Background: an optimization exercise with open tools, aiming at small area and few clock cycles per item. Do not read the settings as production practice. The RTL was checked by simulation tests, not by an equivalence proof against the original design.

==> design.v <==
module mac #(
	parameter N = 16,  
	parameter Q = 12  
	)(
	input logic clk, sclr, ce,
	input logic [N-1:0] a_i, b_i, 
	input logic [N*2-1:0] c_i,
	output logic [N*2-1:0] r_o
	);
	always_ff @(posedge clk or posedge sclr) begin
		if (sclr) r_o <= 'd0;
		else if (ce) begin
				r_o <= (a_i * b_i + c_i);  
			end
	end
endmodule
module variable_shift_register #(parameter WIDTH = 8, parameter SIZE = 3)(
	input logic clk, rst, ce,
	input logic [WIDTH-1:0] data_i,
	output logic [WIDTH-1:0] data_o
	);
	logic [WIDTH-1:0] sh_r [SIZE-1:0];  
	generate 
	genvar i;
	for (i = 0; i < SIZE; i = i + 1) begin : for_loop
		always_ff @(posedge clk or posedge rst) begin
			if (rst) sh_r[i] <= 'd0; 
			else begin
				if (ce) begin
					if (i == 'd0) sh_r[i] <= data_i;
					else sh_r[i] <= sh_r[i - 1];
				end
			end
		end
	end : for_loop
	endgenerate
	assign data_o = sh_r[SIZE - 1];
endmodule
`timescale 1ns / 1ps
module convolver #(
	parameter n = 8'h0a,	 
	parameter k = 8'h03,  
	parameter s = 1,  
	parameter BL = 16,  
	parameter Q = 12  
	)(
	input logic clk,
	input logic rst,
	input logic ce,
	input logic [BL-1:0] activation,
	input logic [(k*k)*BL-1:0] weight1,
	output logic [31:0] conv_op,
	output logic valid_conv,
	output logic end_conv
	);
	logic [31:0] count1;  
	logic [31:0] count2;  
	logic [31:0] count3;  
	logic [31:0] row_count;  
	logic en1, en2, en3;  
	logic [BL-1:0] weight [0:k*k-1];
	generate
		genvar j;
		for (j = 0; j < k*k; j = j + 1) begin : for_loop
			assign weight[j][BL-1:0] = weight1[BL*j +: BL];
		end : for_loop
	endgenerate
	logic [BL*2-1:0] tmp [k*k+1:0];
	assign tmp[0] = 32'h00000000;
	generate
	genvar i;
	for (i = 0; i < k*k; i = i + 1) begin : for_loop1
		if ((i+1) % k == 0) begin 					 
			if (i == k*k - 1) begin 				 
				mac #(.N(BL), .Q(Q)) MAC0(
					.clk(clk),
					.sclr(rst),
					.ce(ce),
					.a_i(activation),
					.b_i(weight[i]),
					.c_i(tmp[i]),
					.r_o(conv_op)
				);
			end
			else begin
				logic [BL*2-1:0] tmp2;
				mac #(.N(BL), .Q(Q)) MAC1(
					.clk(clk),
					.sclr(rst),
					.ce(ce),
					.a_i(activation),
					.b_i(weight[i]),
					.c_i(tmp[i]),
					.r_o(tmp2)
				);
				variable_shift_register #(.WIDTH(BL*2), .SIZE(n-k)) SR(
					.clk(clk),
					.rst(rst),
					.ce(ce),
					.data_i(tmp2),
					.data_o(tmp[i+1])
					);
			end
		end
		else begin
			mac #(.N(BL), .Q(Q)) MAC2(
					.clk(clk),
					.sclr(rst),
					.ce(ce),
					.a_i(activation),
					.b_i(weight[i]),
					.c_i(tmp[i]),
					.r_o(tmp[i+1])
				);
		end
	end : for_loop1
	endgenerate
	always_ff @(posedge clk) begin
		if (rst) begin
			count1 <= 0;
			count2 <= 0;
			count3 <= 0;
			row_count <= 0;
			en1 <= 0;
			en2 <= 1;
			en3 <= 0;
		end
		else if (ce) begin
		if (ce) begin
			if (count1 == (k-1)*n + k - 1) begin  
				count1 <= count1 + 1'b1;
				en1 <= 1'b1;
			end
			else count1 <= count1 + 1'b1;
		end
		if (en1 && en2) begin
			if (count2 == n - k) begin
				count2 <= 0;
				en2 <= 0;
				row_count <= row_count + 1'b1;
			end
			else count2 <= count2 + 1'b1;
		end
		if(~en2) begin
			if(count3 == k-2) begin
				count3<=0;
				en2 <= 1'b1;
			end
		else
			count3 <= count3 + 1'b1;
		end
		if((((count2 + 1) % s == 0) && (row_count % s == 0))
			||(count3 == k-2)&&(row_count % s == 0)
			||(count1 == (k-1)*n+k-1))
		begin                                                                                                                        
			en3 <= 1;                                                                                                                             
		end
		else 
			en3 <= 0;
		end
	end
	assign end_conv = (count1>= n*n+2) ? 1'b1 : 1'b0;
	assign valid_conv = (en1&&en2&&en3);
endmodule
==> run.sh <==
#!/bin/bash
# synth_recipe.tcl (not shown) runs the flow's synth.tcl, then flattens the netlist and writes it again
# the make line also repeats each setting of config.mk as NAME=value (left out here)
make -C /OpenROAD-flow-scripts/flow DESIGN_CONFIG=/design/flow/config.mk WORK_HOME=/design/flow/orfs CLKGATE_MAP_FILE= SYNTH_SCRIPT=/design/flow/synth_recipe.tcl finish
==> config.mk <==
export PLATFORM = sky130hd
export DESIGN_NAME = convolver
export DESIGN_NICKNAME = convolver
export VERILOG_FILES = /design/flow/design.v
export SDC_FILE = /design/flow/constraint.sdc
export NUM_CORES = 4
export LEC_CHECK = 0
export CAP_MARGIN = 20
export CORE_MARGIN = 2
export CORE_UTILIZATION = 40
export SLEW_MARGIN = 20
==> constraint.sdc <==
create_clock -name core_clock -period 8.0 [get_ports {clk}]
set_input_delay 1.6000 -clock core_clock [delete_from_list [all_inputs] [get_ports {clk}]]
set_output_delay 1.6000 -clock core_clock [all_outputs]
set_load 0.01 [all_outputs]
==> notes.md, run 1 <==
Worst Path Arrival 8130 ps; critical path launch point type input port; Finished Layout Cells 16621; fin crit share 94.21%; count of nets after finishing 15806; RSZ-0062 raised after global routing false; Slew Viols, Final 0; delay-heaviest family, CP adder cells; slowest CP cell a2111oi_0; relative slew slack 31.95%; Highest Clock Rate 132.7 MHz; initial core utilization 40.09%; delay of the slowest cell on the worst path 590 ps; TritonCTS Buffers 99; Synth Register Bits 835; vias in the first global route 85950; Initial DRC Count 4085; dominant cell type by area after synthesis fa_1; Clock Tree Buf Depth 3; Placed Cells incl. Taps 16428; chip width 540.7 um; critical path class in -> reg; Final Setup Violations 0; synth unique cells 87; initial antenna violation count 28; sequential area share after synthesis 17.70%; DP HPWL 237000 um; CTS clk-pin slew, worst paths 60 ps; crit path max fanout 14; Final GP Congestion 0.8781; share of cells above drive strength 1 11.98%; hold slack 458.5 ps; Max-Cap Viols 0; H-tree depth 3; Vias/cell 4.832; Setup WS pre-CTS -607.9 ps; skew final 45.23 ps; number of remaining DRC errors 0; min Tclk post-route 7537 ps; syn_nets 15269; die area 0.2924 mm^2; Buffers on Ports 196; hold buffers post-CTS 0; clock sinks 835; critical path's most frequent cell fa_1; top cell type's share of synthesized area 34.65%; final routed wire length divided by cell count 17.45 um; chip height 540.7 um; Mapped Cells 12211; EDFF count, synth 0; Post-DRT Antenna Nets 0; CTS tree built; number of I/O pins 197; Final TNS setup 0 ps; first-pass GRT wire length 476000 um; yosys warns 8; async set or reset register ratio after synthesis 88.14%; synth top area cells fa_1 (35%), dfrtp_1 (16%), ha_1 (9.8%); largest net degree at the start of global routing 183; final setup margin 462.9 ps; WL final 290000 um; worst skew pair latency 750 ps; top-count cell post-synth inv_1; synth cell count leaders inv_1 (2931), fa_1 (1994), nand2_1 (1487); WP data required 8590 ps; grt ovf 0; drt first pass iters 5; via count 80305; worst slew pin tran 1018 ps; min-delay worst type reg -> reg; fillers 27518; Core ar. 0.2874 mm^2; num rows 197; status complete, no violations; Syn Area/Cell 9.436 um^2; Clock Tree Root clkbuf_16; Total Routing Usage GR 20.46%; Worst setup EP type flop; top_reg_cell synth dfrtp_1; CP cell instances clkdlybuf4s50_1, buf_12, and2_1, fa_1, inv_1, fa_1, fa_1, inv_1, fa_1, fa_1, inv_1, fa_1, inv_1, ha_1, a21o_1, a2111oi_0, a31oi_1, a41oi_1, buf_4, o311ai_1, buf_4, a31oi_1, xnor2_1, mux2_2; final hold violation count 0; Area Growth Syn to Fin 13.43%; Post-Syn Area 0.1152 mm^2; Buf+Inv Stages, Crit Path 8
## what timing repair did
item | CTS | global route
setup buffers | 0 | 0
gates resized for setup | 0 | 1
setup endpoints to repair | 0 | 5
## metal layers
layer | vias to the layer above | wire length, um | track usage, % | share of wire [%]
li1 | 37623 | - | - | -
met1 | 40699 | 132400 | 28.22 | 46
met2 | 1581 | 136000 | 33.92 | 47
met3 | 382 | 13400 | 2.573 | 4.6
met4 | 20 | 8069 | 5.448 | 2.8
met5 | - | 135 | 0 | 0.047
## registers in the layout (all words and copies together), names as in the netlist
register,flops
count2,32
count1,32
for_loop1.genblk1.genblk1.MAC1.r_o,64
for_loop1.genblk1.genblk1.SR.sh_r,448
for_loop1.genblk1.MAC2.r_o,192
count3,32
en1,1
for_loop1.genblk1.genblk1.MAC0.r_o,32
en3,1
en2,1
## cells by family (layout without fill, tap and decap cells)
kind of cell,Yosys count,after routing,synth area share [%]
mux,575,575,5.591
fa+ha+maj,2895,2895,44.43
xor+xnor,315,315,2.394
simple gates,3198,3198,13.62
other cells,0,10,0
compound gates,911,911,4.888
buf+inv,3482,4101,11.37
flops,835,835,17.70
## worst min-delay path, cell delays in order, from the launching register on
cell and delay, ps:
dfxtp_1 320, nor2_1 40, nor2_1 60
## cells in the final DEF (no fill, tap or decap), types with 25 or more instances in the layout
cell type | netlist | routed
inv_1 | 2931 | 2930
nand2b_1 | 36 | 36
buf_12 | 0 | 116
xnor2_1 | 190 | 190
dfxtp_1 | 99 | 99
a211oi_1 | 38 | 38
o21bai_1 | 38 | 38
o21ai_1 | 63 | 63
o21a_1 | 25 | 25
buf_4 | 1 | 674
mux2_2 | 543 | 543
dfrtp_1 | 736 | 736
nand2_1 | 1487 | 1487
or3_1 | 27 | 27
xor2_1 | 125 | 125
fa_1 | 1994 | 1994
nor2b_1 | 32 | 32
nor3_1 | 47 | 47
nor2_1 | 221 | 221
a21o_1 | 110 | 110
and2_1 | 1110 | 1110
ha_1 | 901 | 901
o21ai_0 | 191 | 191
a21oi_1 | 257 | 257
nand4_1 | 38 | 38
mux2i_1 | 29 | 29
clkbuf_16 | 0 | 99
nand3_1 | 79 | 79
a31oi_1 | 54 | 54
and3_1 | 40 | 40
clkdlybuf4s50_1 | 0 | 178
## path summary, 6_finish.rpt
kind | start | to | slack [ps] | cells after the start
worst max-delay path | weight1[20] | for_loop1[1].genblk1.MAC2.r_o[31] | 460 | 24
worst min-delay path | en3 | en3 | 460 | 2
worst max register to register | for_loop1[5].genblk1.genblk1.SR.sh_r[6][9] | for_loop1[6].genblk1.MAC2.r_o[30] | 2750 | 19
worst min register to register | en3 | en3 | 460 | 2
max in group asynchronous | rst | for_loop1[8].genblk1.genblk1.MAC0.r_o[10] | 4520 | 5
min in group asynchronous | rst | for_loop1[3].genblk1.MAC2.r_o[11] | 1510 | 3
## area by class of cell
cell class	count	area, um^2	share of cell area, %
Clock inverter	54	720.7	0.5514
Inverter	2932	11010	8.424
Sequential cell	835	20400	15.61
Multi-Input combinational cell	7894	81720	62.53
Tap cell	3781	4731	3.620
Timing Repair Buffer	986	9371	7.170
Antenna cell	10	25.02	0.01915
Clock buffer	129	2720	2.081
## metrics by stage
| step | util, % | instance area, um^2 |
|---|---|---|
| detailed placement | 44.27 | 127200 |
| CTS | 45.47 | 130700 |
| global route | 45.47 | 130700 |
| global placement | 44.27 | 127200 |
| finish | 45.48 | 130700 |
| floorplan | - | 115200 |
Testbench counts, summed over its fixed seeds: cycles 6,656, images 64.
==> run 2, diff against run 1 <==
==> design.v (replaced) <==
module mac #(
	parameter N = 16
	)(
	input logic [9*N-1:0] a_i,
	input logic [9*N-1:0] w_i,
	output logic [31:0] r_o
	);
	always_comb begin
		r_o = 32'd0;
		for (int j = 0; j < 9; j++)
			r_o = r_o + a_i[N*j +: N] * w_i[N*j +: N];
	end
endmodule
module variable_shift_register #(parameter WIDTH = 16, parameter SIZE = 22)(
	input logic clk, ce,
	input logic [WIDTH-1:0] data_i,
	output logic [WIDTH-1:0] tap0, tap1, tap9, tap10, tap11, tap19, tap20, tap21
	);
	logic [WIDTH-1:0] sh_r [0:SIZE-1];
	always_ff @(posedge clk) begin
		if (ce) sh_r[0] <= data_i;
	end
	generate
		genvar i;
		for (i = 1; i < SIZE; i = i + 1) begin : stage
			always_ff @(posedge clk) begin
				if (ce) sh_r[i] <= sh_r[i-1];
			end
		end
	endgenerate
	assign tap0 = sh_r[0];
	assign tap1 = sh_r[1];
	assign tap9 = sh_r[9];
	assign tap10 = sh_r[10];
	assign tap11 = sh_r[11];
	assign tap19 = sh_r[19];
	assign tap20 = sh_r[20];
	assign tap21 = sh_r[21];
endmodule
`timescale 1ns / 1ps
module convolver #(
	parameter n = 8'h0a,	 
	parameter k = 8'h03,  
	parameter s = 1,  
	parameter BL = 16,  
	parameter Q = 12  
	)(
	input logic clk,
	input logic rst,
	input logic ce,
	input logic [BL-1:0] activation,
	input logic [(k*k)*BL-1:0] weight1,
	output logic [31:0] conv_op,
	output logic valid_conv,
	output logic end_conv
	);
	localparam LB = 2*n + 2;  
	logic [k*k*BL-1:0] win;
	logic [31:0] sum;
	variable_shift_register #(.WIDTH(BL), .SIZE(LB)) LBUF (
		.clk(clk), .ce(ce), .data_i(activation),
		.tap0(win[127:112]), .tap1(win[111:96]), .tap9(win[95:80]), .tap10(win[79:64]), .tap11(win[63:48]),
		.tap19(win[47:32]), .tap20(win[31:16]), .tap21(win[15:0])
	);
	assign win[143:128] = activation;
	mac #(.N(BL)) MAC (.a_i(win), .w_i(weight1), .r_o(sum));
	logic [3:0] col, row;
	logic done;
	always_ff @(posedge clk or posedge rst) begin
		if (rst) begin
			col <= 4'd0;
			row <= 4'd0;
			valid_conv <= 1'b0;
			done <= 1'b0;
		end else if (ce) begin
			if (row == n) begin
				done <= 1'b1;
				valid_conv <= 1'b0;
			end else begin
				valid_conv <= (row >= k-1) && (col >= k-1);
				if (col == n-1) begin
					col <= 4'd0;
					row <= row + 4'd1;
				end else begin
					col <= col + 4'd1;
				end
			end
		end
	end
	always_ff @(posedge clk) begin
		if (ce) conv_op <= sum;
	end
	assign end_conv = done;
endmodule
==> run 2 against run 1 <==
Compared with the run above:
- now fails the layout checks on negative setup slack
- sequential share of layout area fell by 4.5 points
- first-iteration DRC count is 2.6% higher
- critical path depth grew 8
- highest routed layer unchanged
- hold slack lost 61 ps
==> notes.md, run 2 <==
skew final 48.55 ps (+3.312 ps); Syn Area/Cell 10.49 um^2 (+11%); vias in the first global route 67066 (-22%); Final GP Congestion 0.9961 (+13%); hold slack 397.7 ps (-60.84 ps); critical path's most frequent cell fa_1; syn_nets 11580 (-24%); initial core utilization 40.29% (+0.20 points); Largest Register LBUF.sh_r; worst skew pair latency 710 ps (-40 ps); H-tree depth 2 (-1); Hold Path Depth 0 (-2); async set or reset register ratio after synthesis 2.538% (-86 points); fillers 20481 (-26%); Post-DRT Antenna Nets 0 (unchanged); top cell type's share of synthesized area 50.01% (+15 points); clock sinks 394 (-53%); WP data required 8420 ps (-170 ps); grt ovf 0 (unchanged); register area 0.01178 mm^2 (-42%); Worst setup EP type flop; initial antenna violation count 6 (-79%); synth top area cells fa_1 (50%), edfxtp_1 (13%), ha_1 (11%); most frequent cells in the layout inv_1 (2169), fa_1 (1983), and2_1 (1277); Initial DRC Count 4192 (+2.6%); number of I/O pins 197 (unchanged); CTS clk-pin slew, worst paths 80 ps (+20 ps); fin crit share 126.2% (+32 points); Area Growth Syn to Fin 19.13%; Worst Path Arrival 10510 ps (+2380 ps); critical path launch point type input port; final setup margin -2097 ps (-2560 ps); TritonCTS Buffers 50 (-49%); min Tclk post-route 10100 ps (+2560 ps); Final Setup Violations 28 (+28); RSZ-0062 raised after global routing true; synth cell count leaders inv_1 (2303), fa_1 (2216), and2_1 (1382); R2R setup slack -1600 ps (-4350 ps); R2R Path Start LBUF.sh_r[19][7]; violated checks negative setup slack; EDFF count, synth 384 (+384); Setup WS pre-CTS -3440 ps (-2832 ps); Post-Syn Area 0.08871 mm^2 (-23%); status complete, but fails checks; die area 0.2256 mm^2 (-23%); num rows 172 (-13%); Total Routing Usage GR 25.64% (+5.2 points); number of remaining DRC errors 0 (unchanged); count of nets after finishing 12522 (-21%); slowest CP cell fa_2; share of cells above drive strength 1 18.79% (+6.8 points); critical path class in -> reg; worst slew pin tran 929.0 ps (-89.27 ps); Reg-to-Reg End conv_op[30]; Mapped Cells 8456 (-31%); CTS tree built; yosys warns 4 (-4); Slew Viols, Final 0 (unchanged); Buffers on Ports 196 (unchanged); drt first pass iters 6 (+1); DP HPWL 244900 um (+3.3%); top_reg_cell synth edfxtp_1; relative slew slack 38.07% (+6.1 points); via count 59745 (-26%); dominant cell type by area after synthesis fa_1; final hold violation count 0 (unchanged); CP startpoint weight1[52]; Synth Register Bits 394 (-53%); Vias/cell 4.819 (-0.25%); Clock Tree Root clkbuf_16; crit path to conv_op[30]; min-delay worst type reg -> reg; top-count cell post-synth inv_1; largest net degree at the start of global routing 83 (-55%); WL final 281600 um (-2.9%); Core ar. 0.2202 mm^2 (-23%); Clock Tree Buf Depth 3 (unchanged); chip width 474.9 um (-12%); delay of the slowest cell on the worst path 610 ps (+20 ps); max reg flops 352 (-21%); crit path max fanout 5 (-9); Reg2Reg Depth 28 (+9); largest registers LBUF.sh_r (352), conv_op (32); synth unique cells 42 (-52%); chip height 474.9 um (-12%); Max-Cap Viols 0 (unchanged); final routed wire length divided by cell count 22.72 um (+30%); multi-input combinational cell area 0.06913 mm^2 (-15%); Highest Clock Rate 99.04 MHz (-25%); sequential area share after synthesis 13.28% (-4.4 points); most common cell after layout, fill and taps aside inv_1; first-pass GRT wire length 423100 um (-11%)
[run 2: cell types whose count changed after synthesis, moves of 246 or more]
cell / previous run / this run
dfrtp_1: 736 / 10
inv_1: 2931 / 2303
nand2_1: 1487 / 934
mux2_2: 543 / 1
edfxtp_1: 0 / 384
and2_1: 1110 / 1382
clkbuf_1: 534 / 288
[run 2: worst min-delay path by stage]
stage	from	endpoint	slack [ps]
2_1_floorplan	LBUF.sh_r[12][0]	LBUF.sh_r[13][0]	400
3_3_place_gp	LBUF.sh_r[15][11]	LBUF.sh_r[16][11]	400
3_5_place_dp	LBUF.sh_r[12][6]	LBUF.sh_r[13][6]	400
4_1_cts	LBUF.sh_r[17][0]	LBUF.sh_r[18][0]	400
5_1_grt	LBUF.sh_r[5][6]	LBUF.sh_r[6][6]	410
6_report	LBUF.sh_r[17][0]	LBUF.sh_r[18][0]	400
[run 2: cell families after synthesis]
| family | count (synthesis) | share of synthesized area [%] |
|---|---|---|
| xor+xnor | 67 | 0.6615 |
| buf+inv | 2591 | 10.96 |
| fa+ha+maj | 2961 | 60.52 |
| simple gates | 2366 | 13.99 |
| flops | 394 | 13.28 |
| compound gates | 76 | 0.5712 |
| mux | 1 | 0.01269 |
[run 2: critical path, delay by kind of cell]
family / cells / cell delay, ps
AO/OA/AOI/OAI: 6 / 1310
XOR/XNOR: 1 / 200
adder cells (fa/ha/maj): 13 / 6370
buffers and inverters: 10 / 800
AND/OR/NAND/NOR: 2 / 200
[run 2: stage by stage]
step	setup TNS (ps)	util (%)	cell area (um^2)	instances
final	-43470	48.00	105700	12397
after global routing	-48080	48.00	105700	12395
after CTS	-47230	47.16	103800	12321
after detailed placement	-80490	45.69	100600	12172
after global placement	-79240	45.69	100600	12172
after floorplan	-36020	-	89570	8456
[run 2: metal layers]
layer,track usage (%),part of all wire [%],wire (um)
met5,0,0.0046,13
met4,7.829,3.6,10240
met3,4.193,6.7,18900
met2,42.35,48,134100
met1,34.63,42,118300
[run 2: cell type report]
cell class	instances	area share [%]
Clock inverter	35	0.4227
Timing Repair Buffer	1178	10.11
Sequential cell	394	11.15
Clock buffer	56	1.205
Multi-Input combinational cell	5471	65.42
Antenna cell	2	0.004736
Inverter	2303	8.180
Tap cell	2958	3.502
[run 2: what timing repair did]
item,in CTS,in global routing
gates resized for setup,446,678
hold buffers,0,0
buffers inserted,45,79
hold endpoints to repair,0,0
endpoints found under the setup margin,28,28
pin swaps,202,371
cloned,17,8
Testbench counts of run 2, summed over its fixed seeds: cycles 6,592, images 64.

==> port drivers added, routing unchanged <==
No port has a modelled driver above. Below, the same layouts with a new extraction and two added sets of constraints. Step 1 assumes that a clkbuf_16 drives the clock port and a buf_2 every other input. Step 2 moves the port delays by t, midway between the first and last clock arrival at a register: inputs arrive t later, outputs are due t later. That takes back most of the time a late clock gives input paths. a / b / c = no drivers / after step 1 / after step 2; a / b = the first two.
run | t, ns | slack for setup (ns) | worst hold slack (ns) | worst setup path at the end | pins driven straight from the clock port
run 1 | 0.819 | 0.463 / 0.529 / -0.290 | 0.458 / 0.458 / 0.458 | input to register | 1
run 2 | 0.771 | -2.097 / -2.064 / -2.835 | 0.398 / 0.398 / 0.398 | input to register | 1
With both steps, setup timing fails in run 1, where it was met with ideal ports. The setup slack of run 1, which loses most, moves by +0.066 ns with the drivers and by -0.753 ns with both steps.
